Context: an optimization exercise on an open-source flow, tuned for small area and a short achievable clock period. The choices shown serve that exercise and are no tape-out recipe.
Function was checked by simulation only, so behaviour that the tests miss may differ from the original.

==> flow/design.v (excerpt) <==
module synthesis_direct_FIR(out, inp, clk, rstn);
    localparam X_SIZE = 16;    
    localparam Y_SIZE = 26;    
    output [Y_SIZE-1:0] out;
    input [X_SIZE-1:0] inp;
    input clk, rstn;
    direct_FIR DIR_FIR(.out(out), .inp(inp), .clk(clk), .rstn(rstn));
endmodule
Size in the first run: ~1000 cells after synthesis, roughly 210 flip-flops, ~44 I/O pins, ~0.015 sq mm of cells after synthesis.
Settings: LEC_CHECK=0, CAP_MARGIN=20, CORE_MARGIN=2, CORE_UTILIZATION=65, CTS_BUF_LIST=sky130_fd_sc_hd__clkbuf_16, CTS_CLUSTER_DIAMETER=80, CTS_CLUSTER_SIZE=25, SLEW_MARGIN=20, SYNTH_HIERARCHICAL=1, SYNTH_MINIMUM_KEEP_SIZE=0; clock period 11.5 ns.
standard.sh (not shown) runs the stock make flow with config.mk's settings and CLKGATE_MAP_FILE= SYNTH_SCRIPT=/design/flow/synth_recipe.tcl, a recipe that flattens the netlist after the stock synthesis.
==> flow/flow/run.sh <==
#!/bin/bash
# Own layout flow: the standard ORFS flow, with the port buffers built
# from regular buffers instead of delay buffers, and setup repair asked to
# leave a margin (SETUP_MARGIN ns) so that it also works on paths that
# already meet the design's clock period.
set -euo pipefail
cd "$(dirname "$0")/.."
export BUFFER_PORTS_ARGS="-buffer_cell sky130_fd_sc_hd__buf_2"
export SETUP_SLACK_MARGIN=${SETUP_MARGIN:-7.95}
bash standard.sh > standard_make.log 2>&1
The baseline went through all stages and came out clean.
==> next run, changes <==
--- a/flow/flow/run.sh
+++ b/flow/flow/run.sh
@@ -7,4 +7,4 @@
 cd "$(dirname "$0")/.."
 export BUFFER_PORTS_ARGS="-buffer_cell sky130_fd_sc_hd__buf_2"
-export SETUP_SLACK_MARGIN=${SETUP_MARGIN:-7.95}
+export SETUP_SLACK_MARGIN=${SETUP_MARGIN:-8.1}
 bash standard.sh > standard_make.log 2>&1
Outcome: Worst hold slack hardly moves. Global-route usage stays flat. Sequential share of layout area drops by 0.20 points. Area after synthesis stays the same. Maximum frequency climbs by a few percent.
==> next run, changes <==
--- a/flow/flow/run.sh
+++ b/flow/flow/run.sh
@@ -7,4 +7,4 @@
 cd "$(dirname "$0")/.."
 export BUFFER_PORTS_ARGS="-buffer_cell sky130_fd_sc_hd__buf_2"
-export SETUP_SLACK_MARGIN=${SETUP_MARGIN:-8.1}
+export SETUP_SLACK_MARGIN=${SETUP_MARGIN:-8.25}
 bash standard.sh > standard_make.log 2>&1
Effect: The changed run finished clean. Cell area rises by 1.6%. Critical path depth came out higher by 7. Routed wire length barely changes. Synthesized cell count does not change. Via count is about the same. Cell count climbs by 0.36%.

* * *

Another version of the RTL of synthesis_direct_FIR (not shown whole).
For scale: about 44 I/O pins, ~16000 µm² of cells after synthesis.
==> flow/design.v (excerpt) <==
module synthesis_direct_FIR(out, inp, clk, rstn);
    localparam X_SIZE = 16;    
    localparam Y_SIZE = 26;    
    output [Y_SIZE-1:0] out;
    input [X_SIZE-1:0] inp;
    input clk, rstn;
    direct_FIR DIR_FIR(.out(out), .inp(inp), .clk(clk), .rstn(rstn));
endmodule
Settings: LEC_CHECK=0, CAP_MARGIN=20, CORE_MARGIN=2, CORE_UTILIZATION=40, CTS_BUF_LIST=sky130_fd_sc_hd__clkbuf_8, CTS_CLUSTER_DIAMETER=50, CTS_CLUSTER_SIZE=20, SLEW_MARGIN=20, SYNTH_HIERARCHICAL=1, SYNTH_MINIMUM_KEEP_SIZE=0; clock period 11.5 ns.
==> flow/flow/run.sh <==
#!/bin/bash
# Own layout flow: the standard ORFS flow, with the port buffers built
# from regular buffers instead of delay buffers, and setup repair asked to
# leave a margin (SETUP_MARGIN ns) so that it also works on paths that
# already meet the design's clock period.
set -euo pipefail
cd "$(dirname "$0")/.."
export BUFFER_PORTS_ARGS="-buffer_cell sky130_fd_sc_hd__buf_4"
export SETUP_SLACK_MARGIN=${SETUP_MARGIN:-8.12}
bash standard.sh > standard_make.log 2>&1
Then changed:
--- a/flow/flow/run.sh
+++ b/flow/flow/run.sh
@@ -9 +9 @@
-export SETUP_SLACK_MARGIN=${SETUP_MARGIN:-8.12}
+export SETUP_SLACK_MARGIN=${SETUP_MARGIN:-8.25}
Settings changed: CORE_UTILIZATION 40 to 65, CTS_BUF_LIST sky130_fd_sc_hd__clkbuf_8 to sky130_fd_sc_hd__clkbuf_16, CTS_CLUSTER_DIAMETER 50 to 90, CTS_CLUSTER_SIZE 20 to 32.
=> The new run ran to the end with no violations. Global-route usage increases by 11 points. First-iteration DRC count rises by 38%. Clock skew fell by 0.026 ns. Final area came out lower by 2.5%. Core utilization rises by 27 points. Critical path depth is unchanged. Die area went down by 38%.
Then changed:
--- a/flow/flow/run.sh
+++ b/flow/flow/run.sh
@@ -9 +9 @@
-export SETUP_SLACK_MARGIN=${SETUP_MARGIN:-8.25}
+export SETUP_SLACK_MARGIN=${SETUP_MARGIN:-8.12}
Settings changed: CTS_CLUSTER_DIAMETER 90 to 80, CTS_CLUSTER_SIZE 32 to 25.
Effect: Worst setup slack gets worse by 0.11 ns. Final area fell slightly.

* * *

## run 1
synthesis_direct_FIR again, from the RTL that the note above started with.
export LEC_CHECK = 0
export CAP_MARGIN = 20
export CORE_MARGIN = 2
export CORE_UTILIZATION = 65
export CTS_BUF_LIST = sky130_fd_sc_hd__clkbuf_16
export CTS_CLUSTER_DIAMETER = 100
export CTS_CLUSTER_SIZE = 30
export SLEW_MARGIN = 20
export SYNTH_HIERARCHICAL = 1
export SYNTH_MINIMUM_KEEP_SIZE = 0
create_clock -name core_clock -period 11.5 [get_ports {clk}]
==> flow/flow/run.sh <==
#!/bin/bash
# Own layout flow: the standard ORFS flow, with the port buffers built
# from regular buffers instead of delay buffers, and setup repair asked to
# leave a margin (SETUP_MARGIN ns) so that it also works on paths that
# already meet the design's clock period.
set -euo pipefail
cd "$(dirname "$0")/.."
export BUFFER_PORTS_ARGS="-buffer_cell sky130_fd_sc_hd__buf_4"
export SETUP_SLACK_MARGIN=${SETUP_MARGIN:-8.25}
bash standard.sh > standard_make.log 2>&1
Run 1 completed every stage of the flow, and the final layout passed the timing, DRC and antenna checks.
> inputs changed (run 1 -> run 2)
- changing CTS_BUF_LIST from sky130_fd_sc_hd__clkbuf_16 to sky130_fd_sc_hd__clkbuf_8
- changing CTS_CLUSTER_SIZE from 30 to 20
- changing CORE_UTILIZATION from 65 to 40
- changing CTS_CLUSTER_DIAMETER from 100 to 50
--- a/flow/flow/run.sh
+++ b/flow/flow/run.sh
@@ -9 +9 @@
-export SETUP_SLACK_MARGIN=${SETUP_MARGIN:-8.25}
+export SETUP_SLACK_MARGIN=${SETUP_MARGIN:-8}
[summary]
Run 2 | status: complete | timing, DRC, antenna: pass. The cell with the biggest individual delay on the critical path comes out dfxtp_1 in one run and fa_1 in the other, namely in run 2 and run 1 respectively. On run 2: clock skew is 28 ps higher than what run 1 gave. Run 2 ends up with a transition time of the tightest slew-check pin that is 140 ps higher than in run 1. Lower final-layout clock buffer total was reported by run 1, not run 2. Per the comparison of run 2 with run 1, number of placed instances with taps included has increased, multi-input combinational cell area moved down, final period utilization went up, number of buffers added to fix hold violations after cts now sits at about the same level.
Relative to run 2, the following input files were edited for run 3:
- swapping 50 for 60 in CTS_CLUSTER_DIAMETER
- clearing CTS_BUF_LIST, which used to be sky130_fd_sc_hd__clkbuf_8
- swapping 20 for 30 in CTS_CLUSTER_SIZE
## What came out
For via count of the first global-routing pass, run 3 and run 2 come out practically identical. Sort run 3 and run 2 by routed wire length, ascending, and run 2 comes first. Run 3 vs. run 2: number of buffers inserted during clock tree synthesis lower, share of the core filled with cells higher, register-to-register slack roughly the same. ~same hold slack in run 3 and run 2. Sort run 3 and run 2 by total vias in the final route asc -> top: run 2.
Input changes introduced in run 4 (baseline for comparison: run 3):
- an added CTS_BUF_LIST of sky130_fd_sc_hd__clkbuf_8
- a change of CTS_CLUSTER_SIZE from 30 to 20
- a change of CTS_CLUSTER_DIAMETER from 60 to 50
- a change of CORE_UTILIZATION from 40 to 65
--- a/flow/flow/run.sh
+++ b/flow/flow/run.sh
@@ -9 +9 @@
-export SETUP_SLACK_MARGIN=${SETUP_MARGIN:-8}
+export SETUP_SLACK_MARGIN=${SETUP_MARGIN:-8.12}
### Flow results
- Compared with run 3, post-detailed-placement cell area in run 4 decreased slightly.
- Sort run 3 and run 4 by global-route wire length before repair asc -> top: run 4
- Changes observed in run 4 relative to run 3: highest clock rate now larger; proportion of cell area occupied by registers now larger.
Here is what was changed in the inputs of run 5 compared with run 4.
- CTS_CLUSTER_SIZE: 20 -> 40
- CTS_CLUSTER_DIAMETER: 50 -> 100
- CTS_BUF_LIST: sky130_fd_sc_hd__clkbuf_8 -> sky130_fd_sc_hd__clkbuf_16
--- a/flow/flow/run.sh
+++ b/flow/flow/run.sh
@@ -9 +9 @@
-export SETUP_SLACK_MARGIN=${SETUP_MARGIN:-8.12}
+export SETUP_SLACK_MARGIN=${SETUP_MARGIN:-8.25}
Notes after the runs:
Fill cell instance count of the final layout, run 5 and run 4: larger value in run 5. Post-route standard cell area excluding fillers shrinks slightly when moving from run 4 to run 5. The higher final critical path time including I/O delays and setup of run 5 and run 4 is in run 4. Sort run 5 and run 4 by number of buffers added for setup after CTS, descending, and run 5 comes first. Run 5 vs run 4 — required time of the critical path dropped 100 ps. Comparing run 5 against run 4, there is no change at all in synthesized area. Final cell count without fillers shrinks slightly when moving from run 4 to run 5. NOTE: worst-case headroom to the max-slew limit in run 5 exceeds that of run 4. Detailed-routing wirelength on met1 of run 5 falls short of that of run 4 slightly.

* * *

## v43
synthesis_direct_FIR again, from the RTL that the note above started with.
Settings: LEC_CHECK=0, CAP_MARGIN=20, CORE_MARGIN=2, CORE_UTILIZATION=65, CTS_CLUSTER_DIAMETER=70, CTS_CLUSTER_SIZE=40, SLEW_MARGIN=20, SYNTH_HIERARCHICAL=1, SYNTH_MINIMUM_KEEP_SIZE=0; clock period 11.5 ns.
==> flow/flow/run.sh <==
#!/bin/bash
# Own layout flow: the standard ORFS flow, with the port buffers built
# from regular buffers instead of delay buffers, and setup repair asked to
# leave a margin (SETUP_MARGIN ns) so that it also works on paths that
# already meet the design's clock period.
set -euo pipefail
cd "$(dirname "$0")/.."
export BUFFER_PORTS_ARGS="-buffer_cell sky130_fd_sc_hd__buf_4"
export SETUP_SLACK_MARGIN=${SETUP_MARGIN:-8.12}
bash standard.sh > standard_make.log 2>&1
v43: done, clean on timing, DRC and antenna
--- input diff v43..v44 ---
- setting CTS_BUF_LIST to sky130_fd_sc_hd__clkbuf_8 for the first time
- changing CTS_CLUSTER_DIAMETER from 70 to 50
- changing CTS_CLUSTER_SIZE from 40 to 20
--- a/flow/flow/run.sh
+++ b/flow/flow/run.sh
@@ -7,4 +7,4 @@
 cd "$(dirname "$0")/.."
 export BUFFER_PORTS_ARGS="-buffer_cell sky130_fd_sc_hd__buf_4"
-export SETUP_SLACK_MARGIN=${SETUP_MARGIN:-8.12}
+export SETUP_SLACK_MARGIN=${SETUP_MARGIN:-8}
 bash standard.sh > standard_make.log 2>&1
==> comparison <==
- From v44 to v43, worst slack at placement did not move at all.
- v44 vs v43 — clock tree cell share of total cell area rose 1.1 points.
- Clock-pin slew of the registers on the worst-case setup and hold paths of v44 is on par with v43.
- Re fraction of standard cell area in multi-input logic: v43 and v44 aren't equal, and the lower value belongs to v44.
- Compared with v43, v44 shows a higher final cell count.
- From v43 to v44 the numbers moved as follows: sum of met3 wire segment lengths after detailed routing saw a decrease.
- Between v43 and v44, the flow reports detailed-route wire length decreasing slightly.
- v43 and v44 ended up with nearly the same global-route usage.
- On non-clock buffer area fraction after layout, v43 and v44 are neck and neck.
#### Input delta (v54 over v44)
- CTS_CLUSTER_DIAMETER changed from 50 to 80
- CTS_BUF_LIST changed from sky130_fd_sc_hd__clkbuf_8 to sky130_fd_sc_hd__clkbuf_16
- CTS_CLUSTER_SIZE changed from 20 to 25
--- a/flow/flow/run.sh
+++ b/flow/flow/run.sh
@@ -7,4 +7,4 @@
 cd "$(dirname "$0")/.."
 export BUFFER_PORTS_ARGS="-buffer_cell sky130_fd_sc_hd__buf_4"
-export SETUP_SLACK_MARGIN=${SETUP_MARGIN:-8}
+export SETUP_SLACK_MARGIN=${SETUP_MARGIN:-8.25}
 bash standard.sh > standard_make.log 2>&1
### Flow results
Post-synthesis to final-layout area growth, v44 and v54, higher one = v54.
Cell count: lower on v54
Summary — number of vias per cell, v54 relative to v44: higher, by 0.033.
Endpoint of the worst setup timing path = DIR_FIR.out[23]$_DFF_P_: v54; endpoint of the worst setup timing path = DIR_FIR.q57$_DFF_P_: v44
Side by side, clock-pin slew reported for the worst setup and hold paths after clock tree synthesis turned out lower in v54 than in v44.
On v54: final critical-path share of the clock period is 1.9 points lower than what v44 gave.
Summary of v54 over v44: clock buffer and inverter area fraction after layout went down 1.6 points; wire length of the first global-routing pass went down 440 um.

-- what the ideal ports hide --
How much do the figures lean on ideal ports? The routed layouts below were timed once more, with nothing changed but the port constraints. Step 1 sets driving cells, clkbuf_16 on the clock port and buf_2 on the other inputs (assumed; they add their load-dependent delay and slew). Step 2 moves the port delays by t, midway between the first and last clock arrival at a register: inputs arrive t later, outputs are due t later. That takes back most of the time a late clock gives input paths. a / b / c = ideal / step 1 / step 2; a / b = the first two.
| run | t, ns | setup WS [ns] | worst register clock-pin slew, ns |
|---|---|---|---|
| the first run of note 1 | 0.544 | 8.069 / 8.069 / 8.069 | 0.09 / 0.09 |
| the second run of note 1 | 0.542 | 8.144 / 8.144 / 8.144 | 0.10 / 0.10 |
| the third run of note 1 | 0.541 | 8.152 / 8.152 / 8.152 | 0.10 / 0.09 |
| the first run of note 2 | 0.668 | 8.117 / 8.069 / 8.136 | 0.11 / 0.11 |
| the second run of note 2 | 0.552 | 8.251 / 8.197 / 8.253 | 0.12 / 0.12 |
| the third run of note 2 | 0.550 | 8.146 / 8.146 / 8.146 | 0.10 / 0.10 |
| run 1 | 0.540 | 8.226 / 8.201 / 8.226 | 0.12 / 0.12 |
| run 2 | 0.667 | 8.046 / 8.046 / 8.046 | 0.10 / 0.10 |
| run 3 | 0.619 | 8.041 / 8.041 / 8.041 | 0.10 / 0.10 |
| run 4 | 0.649 | 8.159 / 8.125 / 8.159 | 0.11 / 0.11 |
| run 5 | 0.534 | 8.253 / 8.219 / 8.253 | 0.12 / 0.12 |
| v43 | 0.552 | 8.161 / 8.161 / 8.161 | 0.10 / 0.10 |
| v44 | 0.653 | 8.043 / 8.043 / 8.043 | 0.11 / 0.11 |
| v54 | 0.547 | 8.261 / 8.222 / 8.261 | 0.10 / 0.10 |
After both steps every run listed still meets setup and hold.
